From an optimization exercise on the open Yosys and OpenROAD flow, aimed at small area and a short achievable clock period; shortcuts taken in it are not production practice. The RTL was checked by simulation tests, not by an equivalence proof against the original design.

==> flow/design.v <==
`timescale 1ns / 1ps
module encrypter_top(
    input             clk,
    input      [0:79] data_in,
    input      [0:63] master_key,
    input      [0:63] baby_key,
    output reg [0:79] data_out,
    output reg [0:7]  crc
    );
    reg  [0:79] data_q;
    reg  [0:63] master_q;
    reg  [0:63] baby_q;
    wire [0:79] data_c;
    wire [0:7]  crc_c;
    encrypter core (
        .data_in(data_q),
        .master_key(master_q),
        .baby_key(baby_q),
        .data_out(data_c),
        .crc(crc_c)
    );
    always @(posedge clk) begin
        data_q   <= data_in;
        master_q <= master_key;
        baby_q   <= baby_key;
        data_out <= data_c;
        crc      <= crc_c;
    end
endmodule

module CRC(
    input  [0:79] data_in,
    output [0:7]  crc
);
    wire [0:9] col [0:7];
    wire [0:9] par;
    genvar m, c;
    generate
        for (c = 0; c < 10; c = c + 1) begin : COL
            assign par[c] = data_in[c]      ^ data_in[c + 10] ^ data_in[c + 20] ^ data_in[c + 30] ^
                            data_in[c + 40] ^ data_in[c + 50] ^ data_in[c + 60] ^ data_in[c + 70];
        end
        for (c = 0; c < 8; c = c + 1) begin : OUT
            assign crc[c] = par[c + 2] ^ ((c % 2 == 0) ? par[0] : par[1]);
        end
    endgenerate
endmodule
`timescale 1ns / 1ps
module key_creation(
    input [0:63] master_key,
    input [0:63] baby_key,
    output [0:63] final_key
    );
    assign final_key[0:7] = (master_key[0:7] > baby_key[0:7])? master_key[0:7]:baby_key[0:7];
    assign final_key[8:15] = (master_key[8:15] > baby_key[8:15])? master_key[8:15]:baby_key[8:15];
    assign final_key[16:23] = (master_key[16:23] > baby_key[16:23])? master_key[16:23]:baby_key[16:23];
    assign final_key[24:31] = (master_key[24:31] > baby_key[24:31])? master_key[24:31]:baby_key[24:31];
    assign final_key[32:39] = (master_key[32:39] > baby_key[32:39])? master_key[32:39]:baby_key[32:39];
    assign final_key[40:47] = (master_key[40:47] > baby_key[40:47])? master_key[40:47]:baby_key[40:47];
    assign final_key[48:55] = (master_key[48:55] > baby_key[48:55])? master_key[48:55]:baby_key[48:55];
    assign final_key[56:63] = (master_key[56:63] > baby_key[56:63])? master_key[56:63]:baby_key[56:63];
endmodule
module bit_level_mixing_encode(
    input  [0:79] data_in,
    input  [0:63] final_key,
    output [0:79] data_out
);
    function [0:7] rotr;
        input [0:7] x;
        input [2:0] s;
        reg   [0:7] a, b;
        begin
            a    = s[0] ? {x[7],   x[0:6]} : x;
            b    = s[1] ? {a[6:7], a[0:5]} : a;
            rotr = s[2] ? {b[4:7], b[0:3]} : b;
        end
    endfunction
    genvar b;
    generate
        for (b = 0; b < 10; b = b + 1) begin : BYTE
            assign data_out[8*b +: 8] = rotr(data_in[8*b +: 8], final_key[8*(b % 8) + 5 +: 3]);
        end
    endgenerate
endmodule
module shift_encoding(
    input  [0:79] data_in,
    input  [0:63] final_key,
    output [0:79] data_out
);
    function [4:0] res5;
        input [3:0] x;
        begin
            res5[0] = (x == 4'd0) | (x == 4'd5) | (x == 4'd10) | (x == 4'd15);
            res5[1] = (x == 4'd1) | (x == 4'd6) | (x == 4'd11);
            res5[2] = (x == 4'd2) | (x == 4'd7) | (x == 4'd12);
            res5[3] = (x == 4'd3) | (x == 4'd8) | (x == 4'd13);
            res5[4] = (x == 4'd4) | (x == 4'd9) | (x == 4'd14);
        end
    endfunction
    function [4:0] add5;
        input [4:0] a, b;
        begin
            add5[0] = (a[0] & b[0]) | (a[1] & b[4]) | (a[2] & b[3]) | (a[3] & b[2]) | (a[4] & b[1]);
            add5[1] = (a[0] & b[1]) | (a[1] & b[0]) | (a[2] & b[4]) | (a[3] & b[3]) | (a[4] & b[2]);
            add5[2] = (a[0] & b[2]) | (a[1] & b[1]) | (a[2] & b[0]) | (a[3] & b[4]) | (a[4] & b[3]);
            add5[3] = (a[0] & b[3]) | (a[1] & b[2]) | (a[2] & b[1]) | (a[3] & b[0]) | (a[4] & b[4]);
            add5[4] = (a[0] & b[4]) | (a[1] & b[3]) | (a[2] & b[2]) | (a[3] & b[1]) | (a[4] & b[0]);
        end
    endfunction
    function [4:0] neg5;
        input [3:0] x;
        reg   [4:0] r;
        begin
            r    = res5(x);
            neg5 = {r[1], r[2], r[3], r[4], r[0]};
        end
    endfunction
    function [4:0] dec5;
        input [4:0] a;
        begin
            dec5 = {a[0], a[4:1]};
        end
    endfunction
    wire [7:0] kb [0:7];
    wire [4:0] kr [0:7];
    genvar i;
    generate
        for (i = 0; i < 8; i = i + 1) begin : KRES
            assign kb[i] = final_key[8*i +: 8];
            assign kr[i] = add5(res5(kb[i][7:4]), res5(kb[i][3:0]));
        end
    endgenerate
    wire [4:0] start5 = add5(add5(add5(kr[0], kr[1]), add5(kr[2], kr[3])),
                             add5(add5(kr[4], kr[5]), add5(kr[6], kr[7])));
    wire       start2 = kb[0][0] ^ kb[1][0] ^ kb[2][0] ^ kb[3][0] ^
                        kb[4][0] ^ kb[5][0] ^ kb[6][0] ^ kb[7][0];
    wire [3:0] start;
    assign start[0] = start2;
    assign start[1] = start2 ? (start5[3] | start5[2]) : (start5[2] | start5[1]);   
    assign start[2] = start2 ? (start5[0] | start5[2]) : (start5[4] | start5[1]);   
    assign start[3] = start2 ? start5[4] : start5[3];                               
    wire [7:0] s1   = {kb[0][7:1], 1'b1};
    wire [4:0] s1r  = add5(res5(s1[7:4]), res5(s1[3:0]));
    wire       bump = s1r[0];                  
    wire [7:0] step = bump ? s1 + 8'd2 : s1;
    wire       s1max = &s1;
    wire [4:0] s5   = bump ? (s1max ? 5'b00010 : 5'b00100) : s1r;
    wire [11:0] prod [1:9];
    assign prod[1] = {4'd0, step};
    assign prod[2] = {3'd0, step, 1'b0};
    assign prod[3] = {4'd0, step} + {3'd0, step, 1'b0};
    assign prod[4] = {2'd0, step, 2'b0};
    assign prod[5] = {4'd0, step} + {2'd0, step, 2'b0};
    assign prod[6] = {prod[3][10:0], 1'b0};
    assign prod[7] = {1'd0, step, 3'b0} - {4'd0, step};
    assign prod[8] = {1'd0, step, 3'b0};
    assign prod[9] = {1'd0, step, 3'b0} + {4'd0, step};
    wire [4:0] ix5 [0:9];
    assign ix5[0] = start5;
    genvar j, k;
    generate
        for (j = 1; j < 10; j = j + 1) begin : IDX
            wire [3:0] hi = prod[j][11:8];
            wire [7:0] lo = prod[j][7:0];
            wire [4:0] js5;
            for (k = 0; k < 5; k = k + 1) begin : JS
                if (j % 5 == 0) begin : Z
                    assign js5[k] = (k == 0);
                end else begin : P
                    assign js5[k] = s5[(k * ((j % 5 == 1) ? 1 : (j % 5 == 2) ? 3 :
                                             (j % 5 == 3) ? 2 : 4)) % 5];
                end
            end
            wire [4:0] a = add5(js5, neg5(hi));
            wire [3:0] l4 = lo[3:0];
            wire g0 = l4[0] & start[0], p0 = l4[0] | start[0];
            wire g1 = l4[1] & start[1], p1 = l4[1] | start[1];
            wire g2 = l4[2] & start[2], p2 = l4[2] | start[2];
            wire g3 = l4[3] & start[3], p3 = l4[3] | start[3];
            wire c  = (&lo[7:4]) & (g3 | (p3 & g2) | (p3 & p2 & g1) | (p3 & p2 & p1 & g0));
            wire [4:0] sa = add5(start5, a);
            assign ix5[j] = c ? dec5(sa) : sa;
        end
    endgenerate
    wire [4:0] sel [0:9];
    generate
        for (j = 0; j < 10; j = j + 1) begin : SEL
            if (j >= 8) begin : LAST
                assign sel[j] = ix5[j];
            end else if (j >= 6) begin : L1
                assign sel[j] = ix5[j] & ~ix5[j+2];
            end else if (j >= 4) begin : L2
                assign sel[j] = ix5[j] & ~(ix5[j+2] | ix5[j+4]);
            end else if (j >= 2) begin : L3
                assign sel[j] = ix5[j] & ~(ix5[j+2] | ix5[j+4] | ix5[j+6]);
            end else begin : L4
                assign sel[j] = ix5[j] & ~(ix5[j+2] | ix5[j+4] | ix5[j+6] | ix5[j+8]);
            end
        end
    endgenerate
    wire [7:0] ev [0:4];
    wire [7:0] od [0:4];
    generate
        for (k = 0; k < 5; k = k + 1) begin : SLOT
            assign ev[k] = ({8{sel[0][k]}} & data_in[0:7])   | ({8{sel[2][k]}} & data_in[16:23]) |
                           ({8{sel[4][k]}} & data_in[32:39]) | ({8{sel[6][k]}} & data_in[48:55]) |
                           ({8{sel[8][k]}} & data_in[64:71]);
            assign od[k] = ({8{sel[1][k]}} & data_in[8:15])  | ({8{sel[3][k]}} & data_in[24:31]) |
                           ({8{sel[5][k]}} & data_in[40:47]) | ({8{sel[7][k]}} & data_in[56:63]) |
                           ({8{sel[9][k]}} & data_in[72:79]);
        end
    endgenerate
    genvar p;
    generate
        for (p = 0; p < 10; p = p + 1) begin : POS
            assign data_out[8*p +: 8] = ((p % 2) == 0) ? (start2 ? od[p % 5] : ev[p % 5])
                                                       : (start2 ? ev[p % 5] : od[p % 5]);
        end
    endgenerate
endmodule
`timescale 1ns / 1ps
module xor_encoding(
        input [0:79] data_in,
        input [0:63] final_key,
        output [0:79] data_out
    );
    assign data_out[0:7] = data_in[0:7] ^ final_key[0:7];
    assign data_out[8:15] = data_in[8:15] ^ final_key[8:15];
    assign data_out[16:23] = data_in[16:23] ^ final_key[16:23];
    assign data_out[24:31] = data_in[24:31] ^ final_key[24:31];
    assign data_out[32:39] = data_in[32:39] ^ final_key[32:39];
    assign data_out[40:47] = data_in[40:47] ^ final_key[40:47];
    assign data_out[48:55] = data_in[48:55] ^ final_key[48:55];
    assign data_out[56:63] = data_in[56:63] ^ final_key[56:63];
    assign data_out[64:71] = data_in[64:71] ^ final_key[0:7];
    assign data_out[72:79] = data_in[72:79] ^ final_key[8:15];    
endmodule
`timescale 1ns / 1ps
module encrypter(
    input [0:79] data_in,
    input [0:63] master_key,
    input [0:63] baby_key,
    output [0:79] data_out,
    output [0:7] crc
    );
    wire [0:63] final_key;
    wire [0:79] stage_1_in = data_in;
    wire [0:79] stage_1_out;
    CRC stage_crc( .data_in(stage_1_in), .crc(crc));
    key_creation creat_key( .master_key(master_key), .baby_key(baby_key), .final_key(final_key) );
    bit_level_mixing_encode stage_1( .data_in(stage_1_in), .data_out(stage_1_out), .final_key(final_key));
    wire [0:79] stage_2_out;
    shift_encoding stage_2( .data_in(stage_1_out), .final_key(final_key), .data_out(stage_2_out));
    xor_encoding stage_3( .data_in(stage_2_out), .final_key(final_key), .data_out(data_out));
endmodule
==> flow/flow/run.sh <==
#!/bin/bash
# Layout flow: the standard ORFS flow, except that synthesis maps the
# logic with flow/abc.script (delay-targeted mapping with area recovery)
# instead of ORFS's ABC speed script, and leaves adders to ABC instead of
# extracting full/half adder cells. Registers, flattening and renaming are
# those of the standard synthesis.
set -uo pipefail
export MY_ABC_SCRIPT="$PWD/flow/abc.script"
bash standard.sh SYNTH_SCRIPT="$PWD/flow/my_synth.tcl" ADDER_MAP_FILE= finish > flow_make.log 2>&1
status=$?
cp -f orfs/logs/*/*/*/*.log . 2>/dev/null || true
exit $status
==> flow/flow/abc.script <==
strash
dch
map -D 4500
topo
stime -c
buffer -c
upsize -c -D 4500
dnsize -c -D 4500
==> flow/flow/my_synth.tcl <==
# synth_recipe.tcl with ABC's technology mapping script replaced.
proc synth {args} { yosys synth -nofsm -noshare {*}$args }
proc abc {args} {
  set out {}
  set i 0
  while {$i < [llength $args]} {
    set a [lindex $args $i]
    if {$a eq "-script"} {
      lappend out -script $::env(MY_ABC_SCRIPT)
      incr i 2
      continue
    }
    if {$a eq "-D"} {
      incr i 2
      continue
    }
    lappend out $a
    incr i
  }
  puts "abc (flow/abc.script): $out"
  yosys abc {*}$out
}
source $::env(SCRIPTS_DIR)/synth.tcl
# left out here: clear keep_hierarchy, flatten, clean up, hide names made inside functions, write 1_2_yosys.v
==> flow/standard.sh <==
#!/bin/bash
# synth_recipe.tcl (not shown) runs the flow's synth.tcl, then flattens the netlist and writes it again
# the make line also repeats each setting of config.mk as NAME=value (left out here)
make -C /OpenROAD-flow-scripts/flow DESIGN_CONFIG=/design/flow/config.mk WORK_HOME=/design/flow/orfs CLKGATE_MAP_FILE= SYNTH_SCRIPT=/design/flow/synth_recipe.tcl "${@:-finish}"
==> flow/config.mk <==
export PLATFORM = sky130hd
export DESIGN_NAME = encrypter_top
export DESIGN_NICKNAME = encrypter_top
export VERILOG_FILES = /design/flow/design.v
export SDC_FILE = /design/flow/constraint.sdc
export NUM_CORES = 4
export LEC_CHECK = 0
export CAP_MARGIN = 20
export CORE_MARGIN = 2
export CORE_UTILIZATION = 40
export SLEW_MARGIN = 20
==> flow/constraint.sdc <==
create_clock -name core_clock -period 22.0 [get_ports {clk}]
set_input_delay 4.4000 -clock core_clock [delete_from_list [all_inputs] [get_ports {clk}]]
set_output_delay 4.4000 -clock core_clock [all_outputs]
set_load 0.01 [all_outputs]
==> out/qor.csv, run 1 <==
metric,value,unit
Post-Synthesis Cells,3477,
I/O Buffers,296,
"EDFF count, synth",0,
met3 Use GR,0.0623,
initial core utilization,0.405,
CP startpoint kind,flip-flop,
Final nets,3944,
HP Class,flip-flop to flip-flop,
Max-Cap Viols,0,
GR peak layer,met2,
Crit Reg-Reg Endpoint,data_out[49],
"Design Area, Final",27900,sq um
Post-Synthesis Net Count,3686,
htree depth,2,
"Seq/Total Area, Yosys",0.259,
Final Setup Violations,0,
placed instance area,26500,sq um
Post-CTS Resized,0,
worst endpoint data arrival time,9.55,ns
sequential cell area,5930,sq um
vias in the first global route,23200,
drt initial violations,3209,
Total Routing Usage GR,0.300,
GRT Residual Overflow,0,
CTS root buf,clkbuf_16,
Max Slew Vio Count,0,
fill cell count,5668,
cts bufs inserted,37,
DR pass1 iterations,8,
Hold Fails Final Rpt,0,
Die ar.,59100,sq um
relative slew slack,0.115,
Yosys cell types,78,
worst-skew pair later-pin latency,0.58,ns
Area contributors post-synth,"dfxtp_1 26%, nand2_1 15%, a22oi_1 5.6%",
Fin Clk Skew,0.0273,ns
worst slew pin tran,1.31,ns
"area leader, netlist",dfxtp_1,
mapped cell area,22900,sq um
Die Width,243,um
num ports,297,
Crit path required time,22.42,ns
vias per std cell,5.73,
r2r setup slk,12.88,ns
top-count cell post-synth,nand2_1,
drt wl/cell,20.4,um
min Tclk post-route,9.12,ns
hold endpoint,data_out[24],
clk sinks,296,
largest net degree at the start of global routing,82,
Yosys warning count,3,
share of layout cells above drive strength 1,0.0739,
hold path startpoint,master_q[24],
async set or reset register ratio after synthesis,0,
number of antenna cells inserted,0,
initial antenna violation count,0,
outcome,"complete, no violations",
Placed Cells,4451,
fin crit share,0.415,
CP max stage cell,a21oi_1,
Hold Buf Count CTS,0,
area grow syn2layout,21.7,%
Setup CP Type,flip-flop to flip-flop,
worst r2r path cells,35,
CP Max Fanout,32,
most frequent CP cell,nand2_1,
crit-path max cell delay,0.64,ns
post-CTS setup buffer count,0,
Critical Path Sink Type,flip-flop,
# rows,87,
Syn Area/Cell,6.58,sq um
Reg-to-Reg Start,master_q[48],
"Clk pin slew, worst setup/hold paths",0.07,ns
Core ar.,56500,sq um
first-pass GRT wire length,139000,um
Yosys reg bits,296,
WHS Path Cells,4,
Die Y,243,um
Main synth FF type,dfxtp_1,
HPWL Detailed,74500,um
post-route setup TNS,0,ns
Routed WL,92300,um
Final ANT Viol Nets,0,
Non-Filler Instances,4519,
met1 usage,0.384,
top cell type's share of synthesized area,0.259,
DR vias,25900,
met2 Use GR,0.464,
CTS tree,yes,
area of the multi-input gates,15200,sq um
f_max,0.110,GHz
Final GP Congestion,1.04,
RSZ-0062 raised after global routing,false,
drt drc,0,
CTS max path bufs,3,
commonest cells in the synthesized netlist,"885 x nand2_1, 328 x nor2_1, 313 x inv_1",
==> sequential cells by signal (all words and copies together), names as in the netlist <==
register / cells
master_q: 64
crc: 8
data_out: 80
baby_q: 64
data_q: 80
==> layout make-up <==
| cell class | count | area share |
|---|---|---|
| inverters | 358 | 0.0483 |
| clock buffers | 50 | 0.0386 |
| well taps | 756 | 0.0340 |
| repair buffers | 324 | 0.114 |
| flip-flops and latches | 296 | 0.213 |
| multi-input cells | 2718 | 0.544 |
| clock inverters | 17 | 0.00813 |
==> cell usage in the layout, fill, tap and decap left out, types with 8 or more instances in the layout <==
cell type        count
a221oi_1            36
a22o_1               9
inv_1              313
nand2_2             12
o21ai_0            177
mux2i_1             40
xor2_1             128
a31oi_1             16
a22oi_1            171
o22ai_1            129
nor2_2              15
o21a_1              24
nor2_1             325
o221ai_1            23
clkdlybuf4s50_1    296
clkbuf_16           38
a211oi_1            19
and2_1               8
dfxtp_1            296
nand2_1            885
nand4_1             90
o21ai_1            117
a22oi_2              8
xnor2_1             43
buf_4               27
inv_2               39
clkbuf_8             8
o211ai_1             8
o21ai_2             19
a21oi_1            117
or2_2               13
o2111ai_1           41
nand3_1            104
nor3_1              29
==> logic make-up (layout without fill, tap and decap cells) <==
logic type | after synthesis | in the layout | share of synthesized area
DFF | 296 | 296 | 0.259
muxes | 46 | 46 | 0.0208
and+or+nand+nor | 1527 | 1527 | 0.286
AOI/OAI and AO/OA | 973 | 973 | 0.288
xor gates and xnor gates | 172 | 172 | 0.0658
buffers and inverters | 463 | 749 | 0.0808
==> how the worst max path moves through the flow <==
stage	depth (start not counted)	slack [ns]	startpoint	end
detailed placement	34	13.09	master_q[48]	data_out[39]
CTS	34	13.09	master_q[48]	data_out[39]
global route	34	12.11	master_q[48]	data_out[58]
floorplan	42	16.18	master_q[1]	data_out[59]
global placement	34	13.23	master_q[48]	data_out[39]
finish	35	12.88	master_q[48]	data_out[49]
==> metal layers <==
layer	up-vias	wire, um
li1	12600	-
met1	11700	37900
met2	1297	40100
met3	265	8090
met4	0	6130
met5	-	0
==> per-stage QoR <==
stage               utilization  setup WS [ns]  hold slack (ns)
floorplan                     -          16.18            0.545
global placement          0.470          13.23            0.616
detailed placement        0.470          13.09            0.624
CTS                       0.493          13.09            0.634
global route              0.493          12.11            0.694
finish                    0.493          12.88            0.624
==> critical path: cells and delay by family, from the launching register on <==
family | cells | cell delay, ns
AO/OA/AOI/OAI | 14 | 4.11
AND/OR/NAND/NOR | 16 | 3.36
buffers and inverters | 4 | 0.95
flip-flops | 1 | 0.31
XOR/XNOR | 1 | 0.23
==> run 2: changes to the inputs <==
--- a/flow/flow/run.sh
+++ b/flow/flow/run.sh
@@ -8,3 +8,3 @@
 export MY_ABC_SCRIPT="$PWD/flow/abc.script"
-bash standard.sh SYNTH_SCRIPT="$PWD/flow/my_synth.tcl" ADDER_MAP_FILE= finish > flow_make.log 2>&1
+bash standard.sh SYNTH_SCRIPT="$PWD/flow/my_synth.tcl" ADDER_MAP_FILE= SETUP_SLACK_MARGIN=16 finish > flow_make.log 2>&1
 status=$?
==> run 2 against run 1 <==
Design area is 32% higher. Setup slack better by 2.0 ns. Maximum frequency is 28% higher. Area after synthesis stayed put. Synthesized cell count stayed put. Sequential share of layout area is 5.1 points lower. Register-to-register slack better by 2.0 ns. Die area stayed put. Hold slack better by 0.018 ns. Critical path type unchanged.
==> out/qor.csv, run 2 <==
metric,value,unit,change
Syn Area/Cell,6.58,sq um,unchanged
top-count cell post-synth,nand2_1,,
num ports,297,,unchanged
Yosys reg bits,296,,unchanged
HP Class,flip-flop to flip-flop,,
Yosys cell types,78,,unchanged
Fin Clk Skew,0.0333,ns,+0.00607 ns
commonest cells in the synthesized netlist,"885 x nand2_1, 328 x nor2_1, 313 x inv_1",,
largest registers,"data_out: 80 flops, data_q: 80 flops",,
worst endpoint data arrival time,7.55,ns,-2.00 ns
Hold Fails Final Rpt,0,,unchanged
Crit path required time,22.44,ns,+0.02 ns
drt wl/cell,22.9,um,+12%
"Seq/Total Area, Yosys",0.259,,unchanged
Final ANT Viol Nets,0,,unchanged
vias per std cell,6.03,,+5.2%
Total Routing Usage GR,0.348,,+0.0482
Post-Synthesis Cells,3477,,unchanged
async set or reset register ratio after synthesis,0,,unchanged
CP startpoint,master_q[1],,
Max Slew Vio Count,0,,unchanged
f_max,0.141,GHz,+28%
# rows,87,,unchanged
Routed WL,113000,um,+22%
area grow syn2layout,60.7,%,
most frequent cells in the layout,"695 x nand2_1, 316 x buf_4, 295 x clkdlybuf4s50_1",,
post-route setup TNS,0,ns,unchanged
mapped cell area,22900,sq um,unchanged
drt initial violations,3758,,+17%
min Tclk post-route,7.11,ns,-2.02 ns
Crit Reg-Reg Endpoint,data_out[61],,
Critical Path Sink Type,flip-flop,,
CP Max Fanout,5,,-84%
Final GP Congestion,1.04,,unchanged
Setup CP Type,flip-flop to flip-flop,,
Die ar.,59100,sq um,unchanged
RSZ-0062 raised after global routing,true,,
top cell type's share of synthesized area,0.259,,unchanged
crit-path max cell delay,0.39,ns,-0.25 ns
drt drc,0,,unchanged
CP startpoint kind,flip-flop,,
cts bufs inserted,37,,unchanged
Post-Synthesis Net Count,3686,,unchanged
worst r2r path cells,43,,+23%
HPWL Detailed,74500,um,unchanged
CTS tree,yes,,
htree depth,2,,unchanged
Yosys warning count,3,,unchanged
CTS root buf,clkbuf_16,,
first-pass GRT wire length,162000,um,+16%
Area contributors post-synth,"dfxtp_1 26%, nand2_1 15%, a22oi_1 5.6%",,
Hold Buf Count CTS,0,,unchanged
relative slew slack,0.0711,,-0.0440
DR pass1 iterations,7,,-1
share of layout cells above drive strength 1,0.347,,+0.273
Die Y,243,um,unchanged
Core ar.,56500,sq um,unchanged
worst-skew pair later-pin latency,0.59,ns,about the same
largest net degree at the start of global routing,82,,unchanged
worst slew pin tran,1.38,ns,+0.0653 ns
hold path startpoint,master_q[24],,
"commonest non-fill, non-tap cell in the layout",nand2_1,,
r2r setup slk,14.89,ns,+2.02 ns
WHS Path Cells,4,,unchanged
initial core utilization,0.405,,unchanged
hold endpoint,data_out[24],,
GRT Residual Overflow,0,,unchanged
DR vias,29600,,+14%
Die Width,243,um,unchanged
CP max stage cell,nor2_4,,
vias in the first global route,27200,,+18%
"EDFF count, synth",0,,unchanged
Final Setup Violations,0,,unchanged
Main synth FF type,dfxtp_1,,
"Clk pin slew, worst setup/hold paths",0.06,ns,about the same
Max-Cap Viols,0,,unchanged
I/O Buffers,296,,unchanged
CTS max path bufs,3,,unchanged
clk sinks,296,,unchanged
outcome,"complete, no violations",,
fin crit share,0.323,,-0.0917
Final nets,4334,,+9.9%
initial antenna violation count,0,,unchanged
Reg-to-Reg Start,master_q[1],,
number of antenna cells inserted,0,,unchanged
"Design Area, Final",36800,sq um,+32%
placed instance area,26500,sq um,unchanged
"area leader, netlist",dfxtp_1,,
==> run 2: cell types whose count changed in the layout (fill, tap and decap cells not counted), sizes merged, moves of 2 or more <==
cell / before / now
a31oi: 18 / 20
buf: 28 / 396
bufbuf: 0 / 8
clkbuf: 50 / 52
clkinvlp: 2 / 8
inv: 358 / 356
o21ai: 320 / 322
==> run 2: repair_timing <==
item,CTS,global route
buffers inserted,279,89
setup endpoints to repair,84,81
resized for setup,897,333
pin swaps,211,208
cloned,17,5
==> run 2: final cells by class <==
cell class,instances,area (sq um)
clock inverter,17,226
fill,4590,19700
multi-input combinational,2727,20300
timing repair inverter,3,18.8
inverter,358,1440
clock buffer,50,1080
timing repair buffer,702,6850
sequential,296,5950
tap,756,946
==> run 2: cells by family (layout without fill, tap and decap cells) <==
group | Yosys count | after routing | share of synthesized area
AND/OR/NAND/NOR | 1527 | 1531 | 0.286
AO/OA/AOI/OAI | 973 | 978 | 0.288
buffers and inverters | 463 | 1130 | 0.0808
flip-flops | 296 | 296 | 0.259
XOR/XNOR | 172 | 172 | 0.0658
multiplexers | 46 | 46 | 0.0208
==> run 2: layer usage <==
metal | track usage | vias up | part of all wire
li1 | - | 13400 | -
met1 | 0.422 | 13700 | 0.38
met2 | 0.547 | 1898 | 0.44
met3 | 0.0831 | 543 | 0.10
met4 | 0.232 | 0 | 0.083
met5 | 0 | - | 0
==> run 2: per-stage QoR <==
| step | worst slack [ns] | utilization | instances | hold WS [ns] |
|---|---|---|---|---|
| finish | 14.89 | 0.651 | 4909 | 0.643 |
| global route | 14.68 | 0.651 | 4909 | 0.689 |
| CTS | 15.42 | 0.612 | 4814 | 0.645 |
| detailed placement | 13.09 | 0.470 | 4451 | 0.624 |
| global placement | 13.23 | 0.470 | 4451 | 0.616 |
| floorplan | 16.18 | - | 3477 | 0.545 |
==> run 2: worst max path at each step <==
| stage | to | slack, ns | cells past startpoint |
|---|---|---|---|
| floorplan | data_out[59] | 16.18 | 42 |
| global placement | data_out[39] | 13.23 | 34 |
| detailed placement | data_out[39] | 13.09 | 34 |
| CTS | data_out[35] | 15.42 | 36 |
| global route | data_out[61] | 14.68 | 42 |
| finish | data_out[61] | 14.89 | 43 |
==> run 2: worst max-delay path, delay by kind of cell, from the launching register on <==
kind | cells | cell delay [ns]
AOI/OAI and AO/OA | 13 | 2.32
and+or+nand+nor | 19 | 2.71
xor gates and xnor gates | 1 | 0.23
DFF | 1 | 0.33
buffers and inverters | 10 | 1.29
==> run 3: changes to the inputs <==
==> flow/run.sh (new file) <==
#!/bin/bash
# synth_recipe.tcl (not shown) runs the flow's synth.tcl, then flattens the netlist and writes it again
# the make line also repeats each setting of config.mk as NAME=value (left out here)
make -C /OpenROAD-flow-scripts/flow DESIGN_CONFIG=/design/flow/config.mk WORK_HOME=/design/flow/orfs CLKGATE_MAP_FILE= SYNTH_SCRIPT=/design/flow/synth_recipe.tcl finish
removed: flow/flow/run.sh
removed: flow/flow/abc.script
removed: flow/flow/my_synth.tcl
removed: flow/standard.sh
==> run 3 against run 2 <==
Sequential cell count did not move. Global-route usage shrank 5.0 points. Die area grew 31%. Maximum frequency down 33%. Count of clock-buffer cells in the layout shrank 1. Non-clock buffer count decreased by 347. Area after synthesis rose by 31%. Via count increased by 7.5%. First-iteration DRC count grew 11%. Register-to-register slack got worse by 3.5 ns. Highest routed layer unchanged.
==> out/qor.csv, run 3 <==
metric,value,unit,change
htree depth,2,,unchanged
Die ar.,77300,sq um,+31%
vias per std cell,6.37,,+5.7%
GR peak layer,met2,,
relative slew slack,0.200,,+0.129
cts bufs inserted,39,,+5.4%
initial core utilization,0.404,,-0.00106
Area contributors post-synth,"dfxtp_1 20%, mux2i_1 15%, nand2_1 5.0%",,
Fin Clk Skew,0.0299,ns,-0.00343 ns
clk sinks,296,,unchanged
DR vias,31800,,+7.5%
drt wl/cell,24.4,um,+6.4%
Yosys cell types,123,,+58%
drt initial violations,4188,,+11%
f_max,0.0946,GHz,-33%
Die Y,278,um,+14%
Hold Fails Final Rpt,0,,unchanged
Main synth FF type,dfxtp_1,,
Reg-to-Reg Start,baby_q[1],,
largest net degree at the start of global routing,63,,-23%
first-pass GRT wire length,180000,um,+11%
top-count cell post-synth,mux2i_1,,
async set or reset register ratio after synthesis,0,,unchanged
worst-skew pair later-pin latency,0.58,ns,about the same
Setup CP Type,flip-flop to flip-flop,,
Final ANT Viol Nets,0,,unchanged
CP startpoint,baby_q[1],,
met3 Use GR,0.0504,,-0.0328
vias in the first global route,28700,,+5.5%
DR pass1 iterations,10,,+3
Hold Buf Count CTS,0,,unchanged
CP startpoint kind,flip-flop,,
fin crit share,0.480,,+0.157
mapped cell area,30000,sq um,+31%
commonest cells in the synthesized netlist,"450 x mux2i_1, 399 x nand2_1, 318 x nor2_1",,
Crit Reg-Reg Endpoint,data_out[16],,
crit-path max cell delay,0.80,ns,+0.41 ns
Yosys warning count,3,,unchanged
placed instance area,33800,sq um,+27%
post-route setup TNS,0,ns,unchanged
Yosys reg bits,296,,unchanged
CTS root buf,clkbuf_16,,
Max-Cap Viols,0,,unchanged
CTS max path bufs,3,,unchanged
Core ar.,74300,sq um,+32%
"area leader, netlist",dfxtp_1,,
top cell type's share of synthesized area,0.197,,-0.0616
final hold slack,0.699,ns,+0.0565 ns
Post-Synthesis Net Count,4103,,+11%
Critical Path Sink Type,flip-flop,,
GRT Residual Overflow,0,,unchanged
Max Slew Vio Count,0,,unchanged
number of antenna cells inserted,0,,unchanged
Final nets,4294,,-0.92%
met1 usage,0.411,,-0.0110
Crit path required time,22.42,ns,-0.02 ns
Total Routing Usage GR,0.298,,-0.0499
Post-CTS Resized,0,,-100%
drt drc,0,,unchanged
min Tclk post-route,10.57,ns,+3.46 ns
RSZ-0062 raised after global routing,false,,
# rows,100,,+15%
"Seq/Total Area, Yosys",0.197,,-0.0616
"Clk pin slew, worst setup/hold paths",0.06,ns,about the same
Final GP Congestion,1.04,,+0.46%
Post-Synthesis Cells,3801,,+9.3%
Routed WL,122000,um,+8.2%
Final Setup Violations,0,,unchanged
met2 Use GR,0.468,,-0.0798
HP Class,flip-flop to flip-flop,,
"EDFF count, synth",0,,unchanged
worst slew pin tran,1.20,ns,-0.178 ns
initial antenna violation count,2,,+2
share of layout cells above drive strength 1,0.0808,,-0.266
worst r2r path cells,34,,-21%
r2r setup slk,11.43,ns,-3.46 ns
outcome,"complete, no violations",,
most frequent cells in the layout,"444 x mux2i_1, 398 x nand2_1, 318 x nor2_1",,
"commonest non-fill, non-tap cell in the layout",mux2i_1,,
HPWL Detailed,95400,um,+28%
CP max stage cell,o2bb2ai_1,,
CP Max Fanout,19,,+14
Worst Setup EP,data_out[16],,
worst endpoint data arrival time,10.99,ns,+3.44 ns
CTS tree,yes,,
Syn Area/Cell,7.90,sq um,+20%
Die Width,278,um,+14%
final core occ,0.475,,-0.176
post-CTS setup buffer count,0,,-100%
I/O Buffers,296,,unchanged
num ports,297,,unchanged
area grow syn2layout,17.5,%,
largest registers,"data_out: 80 flops, data_q: 80 flops",,
"Design Area, Final",35300,sq um,-4.1%
most frequent CP cell,nor2_1,,
[run 3: per-stage QoR]
step                      instances  worst slack (ns)
final                          4992             11.43
after global routing           4992             10.79
after CTS                      4991             11.76
after detailed placement       4919             11.77
after global placement         4919             11.61
after floorplan                3801             13.71
[run 3: cells by family (layout without fill, tap and decap cells)]
group	count (synthesis)	in the layout	share of synthesized area
fa+ha+maj	95	95	0.0402
mux	547	547	0.189
compound gates	1114	1114	0.272
flops	296	296	0.197
simple gates	1216	1216	0.193
buf+inv	326	548	0.0480
xor+xnor	207	207	0.0604
[run 3: metal layers]
metal | part of all wire | up-vias | wire length, um
met2 | 0.44 | 1689 | 53200
met3 | 0.090 | 302 | 11000
met5 | 0 | - | 0
met1 | 0.43 | 15100 | 52800
met4 | 0.040 | 0 | 4880
li1 | - | 14800 | -
[run 3: critical path, delay by kind of cell, from the launching register on]
family	cells	cell delay [ns]
AO/OA/AOI/OAI	15	4.94
buffers and inverters	3	0.76
AND/OR/NAND/NOR	11	2.65
multiplexers	1	0.42
flip-flops	1	0.43
adder cells (fa/ha/maj)	2	0.65
XOR/XNOR	2	0.56
[run 3: worst min-delay path by stage]
stage / startpoint / end / slack (ns) / cells past startpoint
after global placement: master_q[50] / data_out[50] / 0.70 / 2
after detailed placement: master_q[16] / data_out[16] / 0.69 / 2
final: master_q[50] / data_out[50] / 0.70 / 2
after CTS: master_q[16] / data_out[16] / 0.71 / 2
after global routing: master_q[50] / data_out[50] / 0.77 / 2
after floorplan: baby_q[24] / data_out[24] / 0.57 / 2
[run 3: final cells by class]
cell class / instances / area [sq um]
well taps: 969 / 1210
inverters: 121 / 454
fillers: 7298 / 39100
repair buffers: 355 / 3420
clock buffers: 49 / 1090
flip-flops and latches: 296 / 5930
clock inverters: 23 / 345
multi-input cells: 3179 / 22800

## re-timing with driven ports
Ports are ideal in the flow. The routed layouts listed here were re-timed in OpenROAD. Step 1, drivers: a clkbuf_16 drives clk and a buf_2 each remaining input, both assumed. Step 2, shift: input delay + t, output delay - t, t = (earliest + latest rising clock arrival at the registers) / 2. This alone moves slack from input paths to output paths. Three values: ideal ports, drivers, drivers and shift; two values: the first two.
run | shift t [ns] | setup slack, ns | worst setup path after step 2 | worst register clock-pin slew, ns
run 1 | 0.627 | 12.876 / 12.876 / 12.876 | register to register | 0.07 / 0.07
run 2 | 0.639 | 14.893 / 14.893 / 14.893 | register to register | 0.07 / 0.07
run 3 | 0.634 | 11.431 / 11.431 / 11.431 | register to register | 0.07 / 0.07
After both steps every run listed still meets setup and hold.
